This is an optimization exercise on Yosys and OpenROAD, whose aim is small area, a short achievable clock period and few clock cycles per item, not a production implementation.
RTL that was checked went through simulation tests only; none was proved equivalent to the original.

Setup of main:
// PixelSolverMultiCore
module PixelSolverMultiCore (
  input               io_cmd_valid,
  output              io_cmd_ready,
  input      [27:0]   io_cmd_payload_x,
  input      [27:0]   io_cmd_payload_y,
  output              io_rsp_valid,
  input               io_rsp_ready,
  output     [5:0]    io_rsp_payload_iteration,
  input               clk,
  input               reset
);
For scale: ~6100 cells after synthesis.
==> flow/config.mk <==
export PLATFORM = sky130hd
export DESIGN_NAME = PixelSolverMultiCore
export DESIGN_NICKNAME = PixelSolverMultiCore
export VERILOG_FILES = /design/flow/design.v
export SDC_FILE = /design/flow/constraint.sdc
export NUM_CORES = 8
export LEC_CHECK = 0
export CAP_MARGIN = 20
export CORE_MARGIN = 2
export CORE_UTILIZATION = 60
export CTS_BUF_LIST = sky130_fd_sc_hd__clkbuf_16
export CTS_CLUSTER_DIAMETER = 150
export CTS_CLUSTER_SIZE = 24
export SETUP_SLACK_MARGIN = 5
export SLEW_MARGIN = 20
export SYNTH_HIERARCHICAL = 1
==> flow/constraint.sdc <==
create_clock -name core_clock -period 10.0 [get_ports {clk}]
set_input_delay 2.0000 -clock core_clock [delete_from_list [all_inputs] [get_ports {clk}]]
set_output_delay 2.0000 -clock core_clock [all_outputs]
set_load 0.01 [all_outputs]
standard.sh (not shown) runs the stock make flow with config.mk's settings and CLKGATE_MAP_FILE= SYNTH_SCRIPT=/design/flow/synth_recipe.tcl, a recipe that flattens the netlist after the stock synthesis.
==> flow/flow/run.sh <==
#!/bin/bash
set -euo pipefail
MARGIN=${MARGIN:-8}
sed "s/SETUP_SLACK_MARGIN=[0-9.]*/SETUP_SLACK_MARGIN=$MARGIN/" standard.sh > standard_margin.sh
bash standard_margin.sh > standard.log 2>&1
Testbench counts of main, summed over its fixed seeds: cycles 262,439, pixels 8,192.
diff inputs: main => the feature branch
Settings: swapping 60 for 70 in CORE_UTILIZATION.
==> flow/flow/run.sh <==
#!/bin/bash
set -euo pipefail
MARGIN=${MARGIN:-7}
sed "s/SETUP_SLACK_MARGIN=[0-9.]*/SETUP_SLACK_MARGIN=$MARGIN/" standard.sh > standard_margin.sh
bash standard_margin.sh > standard.log 2>&1
Findings:
Compared with main, the feature branch shows a lower area of the die.
The feature branch vs main — detailed-routed wire length on met3 dropped by more than 10%
Summary — initial DRC count, the feature branch relative to main: higher, by 60.
Clock transition at the registers of the reported paths in the feature branch vs main: down 0.03 ns
Height of the die, the feature branch and main, lower one = the feature branch.
Maximum clock frequency in the feature branch is about 1% below main.

green:
PixelSolverMultiCore, a different RTL version from the one above (not shown whole).
Size in the first run: about 6200 cells after synthesis, ~1200 flip-flops, ~68 I/O pins, ~70000 um2 of cells after synthesis.
==> flow/design.v (excerpt) <==
module PixelSolverMultiCore (
  input               io_cmd_valid,
  output              io_cmd_ready,
  input      [27:0]   io_cmd_payload_x,
  input      [27:0]   io_cmd_payload_y,
  output              io_rsp_valid,
  input               io_rsp_ready,
  output     [5:0]    io_rsp_payload_iteration,
  input               clk,
  input               reset
);
  reg  [27:0] r0_x, r0_y, r0_x0, r0_y0;
  reg  [5:0]  r0_it;       
  reg         r0_lesc;     
  reg  [2:0] r0_seq;
  reg         r0_act;      
  reg  [55:0] r0_snap;
  reg  [2:1] act;        
  reg  [13:0] r0_bo, r0_bt;  
  reg         tk;          
  reg         wb_v;        
  reg  [2:0] wb_seq;      
  reg  [5:0]  wb_res;      
  reg  [5:0]  rob_d [0:7];
  reg  [7:0] rob_v;
  reg  [2:0] head, alloc;
  reg  [3:0] used;
  reg         o_v;
  reg  [5:0]  o_it;
  assign io_cmd_ready = tk;
  wire        acc = tk & io_cmd_valid;
  assign io_rsp_valid = o_v;
  assign io_rsp_payload_iteration = o_it;
  wire [5:0]  itc = r0_it + 6'd1;
  wire        inx = (r0_x[27:22] == 6'd0) | (r0_x[27:22] == 6'h3f);
  wire        iny = (r0_y[27:22] == 6'd0) | (r0_y[27:22] == 6'h3f);
  wire [3:0]  qx = r0_x[21:18] ^ {4{r0_x[27]}};
  wire [3:0]  qy = r0_y[21:18] ^ {4{r0_y[27]}};
  wire        big = inx & iny & (qx[3] | qy[3] | (qx[2] & qy[2] & ((~qx[1] & qy[1] & qy[0]) | (qx[1] & ~qx[0] & qy[1]) | (qx[1] & qx[0]))));
  wire        cyc = (itc > 6'd4) & ({r0_x, r0_y} == r0_snap);
  wire [55:0] snape = (itc[1:0] == 0) ? {r0_x, r0_y} : r0_snap;
  wire        live = r0_act & ~r0_lesc;
  wire        fe0 = live & (big | cyc | (itc == 6'd62));    
  wire        f620 = ~big & ~cyc;                           
  ...
clock: 10.0 ns
lec_check: 0
cap_margin: 20
core_margin: 2
core_utilization: 60
cts_buf_list: sky130_fd_sc_hd__clkbuf_16
cts_cluster_diameter: 150
cts_cluster_size: 24
place_density: 0.72
setup_slack_margin: 5
slew_margin: 20
synth_hierarchical: 1
==> flow/flow/run.sh <==
#!/bin/bash
set -euo pipefail
MARGIN=${MARGIN:-6.5}
sed "s/SETUP_SLACK_MARGIN=[0-9.]*/SETUP_SLACK_MARGIN=$MARGIN/" standard.sh > standard_margin.sh
bash standard_margin.sh > standard.log 2>&1
Testbench counts of green, summed over its fixed seeds: cycles 255,610, pixels 8,192.
Setup changes, green to purple
--- a/flow/flow/run.sh
+++ b/flow/flow/run.sh
@@ -2,3 +2,3 @@
 set -euo pipefail
-MARGIN=${MARGIN:-6.5}
+MARGIN=${MARGIN:-6.75}
 sed "s/SETUP_SLACK_MARGIN=[0-9.]*/SETUP_SLACK_MARGIN=$MARGIN/" standard.sh > standard_margin.sh
--- a/flow/config.mk
+++ b/flow/config.mk
@@ -13,3 +13,2 @@
 export CTS_CLUSTER_SIZE = 24
-export PLACE_DENSITY = 0.72
 export SETUP_SLACK_MARGIN = 5
==> comparison <==
- Against green as the reference, purple delivers a higher number of gates given a new drive strength after cts.
- purple: PASS, flow complete, no timing, DRC or antenna violations
- purple falls short of green in total wirelength of the detailed-routed design.
- purple vs green — non-clock buffer count climbed by more than a quarter
- Looking at purple and green, the footprint of the flip-flops and latches is a wash.
- Worst setup slack: purple better than green

PixelSolverMultiCore, a different RTL version from the one above (not shown whole).
For scale: ~670 flip-flops, ~68 I/O pins, about 0.058 mm2 of cells after synthesis.
==> flow/config.mk <==
export PLATFORM = sky130hd
export DESIGN_NAME = PixelSolverMultiCore
export DESIGN_NICKNAME = PixelSolverMultiCore
export VERILOG_FILES = /design/flow/design.v
export SDC_FILE = /design/flow/constraint.sdc
export NUM_CORES = 8
export LEC_CHECK = 0
export CAP_MARGIN = 20
export CORE_MARGIN = 2
export CORE_UTILIZATION = 50
export SLEW_MARGIN = 20
export SYNTH_HIERARCHICAL = 1
==> flow/constraint.sdc <==
create_clock -name core_clock -period 10.0 [get_ports {clk}]
set_input_delay 2.0000 -clock core_clock [delete_from_list [all_inputs] [get_ports {clk}]]
set_output_delay 2.0000 -clock core_clock [all_outputs]
set_load 0.01 [all_outputs]
run.sh (not shown) runs the stock make flow with config.mk's settings and CLKGATE_MAP_FILE= SYNTH_SCRIPT=/design/flow/synth_recipe.tcl, a recipe that flattens the netlist after the stock synthesis.
Stock flow here: none of the scripts above is used.
The first run finished with timing, DRC and antenna clean.
Testbench counts at the start, summed over its fixed seeds: cycles 260,505, pixels 8,192.
Rerun with:
SETUP_SLACK_MARGIN = 5   (was default)
=>
- non-clock buffer count goes up by 31
- worst setup slack gets better by 0.78 ns
- clock skew barely changes
- die area does not change
- area after synthesis does not change
Rerun with:
==> flow/flow/run.sh (new file) <==
#!/bin/bash
set -euo pipefail
MARGIN=${MARGIN:-7}
sed "s/SETUP_SLACK_MARGIN=[0-9.]*/SETUP_SLACK_MARGIN=$MARGIN/" standard.sh > standard_margin.sh
bash standard_margin.sh > standard.log 2>&1
==> flow/standard.sh (new file) <==
#!/bin/bash
# synth_recipe.tcl (not shown) runs the flow's synth.tcl, then flattens the netlist and writes it again
# the make line also repeats each setting of config.mk as NAME=value (left out here)
make -C /OpenROAD-flow-scripts/flow DESIGN_CONFIG=/design/flow/config.mk WORK_HOME=/design/flow/orfs CLKGATE_MAP_FILE= SYNTH_SCRIPT=/design/flow/synth_recipe.tcl "${@:-finish}"
removed: flow/run.sh
Global-route usage rose by 7.0 points.
Sequential share of layout area fell by 3.0 points.
Setup slack is better by 0.30 ns.
Critical path depth rose by 1.
Wire length rose by a quarter to a third.
Flip-flop and latch count stays the same.
First-iteration DRC count rose by well over a third.
Register-to-register slack is better by 0.30 ns.
Clock skew fell by 0.023 ns.
Clock-buffer cell count rose by 14.
Hold slack is better by 0.0048 ns.
Rerun with:
==> flow/run.sh (new file) <==
#!/bin/bash
# synth_recipe.tcl (not shown) runs the flow's synth.tcl, then flattens the netlist and writes it again
# the make line also repeats each setting of config.mk as NAME=value (left out here)
make -C /OpenROAD-flow-scripts/flow DESIGN_CONFIG=/design/flow/config.mk WORK_HOME=/design/flow/orfs CLKGATE_MAP_FILE= SYNTH_SCRIPT=/design/flow/synth_recipe.tcl finish
SETUP_SLACK_MARGIN = 4   (was 5)
removed: flow/flow/run.sh
removed: flow/standard.sh
The new run completed with no timing, DRC or antenna violations.
Routed wire length goes down by a quarter to a third.
Hold slack degrades by 0.0071 ns.
Non-clock buffer count goes down by 460.
Cell area goes down by about a fifth.
First-iteration DRC count goes down by a quarter to a third.
Clock-buffer cell count goes down by 14.
Via count goes down by roughly a tenth.

PixelSolverMultiCore, a different RTL version from the one above (not shown whole).
Size: ~6100 cells after synthesis, roughly 1200 flip-flops, ~68 I/O pins.
==> flow/design.v (excerpt) <==
module PixelSolverMultiCore (
  input               io_cmd_valid,
  output              io_cmd_ready,
  input      [27:0]   io_cmd_payload_x,
  input      [27:0]   io_cmd_payload_y,
  output              io_rsp_valid,
  input               io_rsp_ready,
  output     [5:0]    io_rsp_payload_iteration,
  input               clk,
  input               reset
);
==> flow/config.mk <==
export PLATFORM = sky130hd
export DESIGN_NAME = PixelSolverMultiCore
export DESIGN_NICKNAME = PixelSolverMultiCore
export VERILOG_FILES = /design/flow/design.v
export SDC_FILE = /design/flow/constraint.sdc
export NUM_CORES = 8
export LEC_CHECK = 0
export CAP_MARGIN = 20
export CORE_MARGIN = 2
export CORE_UTILIZATION = 50
export SETUP_SLACK_MARGIN = 5
export SLEW_MARGIN = 20
export SYNTH_HIERARCHICAL = 1
==> flow/constraint.sdc <==
create_clock -name core_clock -period 10.0 [get_ports {clk}]
set_input_delay 2.0000 -clock core_clock [delete_from_list [all_inputs] [get_ports {clk}]]
set_output_delay 2.0000 -clock core_clock [all_outputs]
set_load 0.01 [all_outputs]
standard.sh (not shown) runs the stock make flow with config.mk's settings and CLKGATE_MAP_FILE= SYNTH_SCRIPT=/design/flow/synth_recipe.tcl, a recipe that flattens the netlist after the stock synthesis.
==> flow/flow/run.sh <==
#!/bin/bash
set -euo pipefail
MARGIN=${MARGIN:-7}
sed "s/SETUP_SLACK_MARGIN=[0-9.]*/SETUP_SLACK_MARGIN=$MARGIN/" standard.sh > standard_margin.sh
bash standard_margin.sh > standard.log 2>&1
Rerun with:
==> flow/flow/run.sh (replaced) <==
#!/bin/bash
set -euo pipefail
MARGIN=${MARGIN:-6}
sed "s/SETUP_SLACK_MARGIN=[0-9.]*/SETUP_SLACK_MARGIN=$MARGIN/" standard.sh > standard_margin.sh
bash standard_margin.sh > standard.log 2>&1
Cell count goes down by a few percent.
Sequential share of layout area is higher by 1.7 points.
Worst setup slack loses 350 ps.
Routed wire length falls by a few percent.
No run of this note included a check of the RTL's function; only the layout flow was run.

-- port drivers added, routing unchanged --
No port has a modelled driver above. Below, the same layouts with a new extraction and two added sets of constraints. Step 1, drivers: a clkbuf_16 drives clk and a buf_2 each remaining input, both assumed. Step 2 adds t to the input delays and takes it off the output delays; t is the mean of the earliest and latest rising clock arrival at the registers after step 1. Input paths then give back, and output paths get back, about the clock's delay inside the block. Three values: no drivers, after step 1, after step 2; two values: the first two.
run | shift t [ns] | setup slack, ns | cell pins on the clock port's net
main | 0.810 | 6.654 / 6.573 / 6.552 | 1
the feature branch | 0.803 | 6.621 / 6.548 / 6.375 | 1
green | 0.798 | 6.487 / 6.487 / 5.990 | 1
purple | 0.805 | 6.569 / 6.569 / 6.136 | 1
the first run of note 3 | 0.757 | 4.300 / 4.300 / 4.300 | 1
the second run of note 3 | 0.753 | 5.077 / 5.077 / 5.077 | 1
the third run of note 3 | 0.771 | 5.377 / 5.377 / 5.377 | 1
the fourth run of note 3 | 0.757 | 4.300 / 4.300 / 4.300 | 1
the first run of note 4 | 0.853 | 6.423 / 6.423 / 6.238 | 1
the second run of note 4 | 0.852 | 6.071 / 6.071 / 5.809 | 1
After both steps every run listed still meets setup and hold. The setup slack of green, which loses most, moves by 0.000 ns with the drivers and by -0.497 ns with both steps.
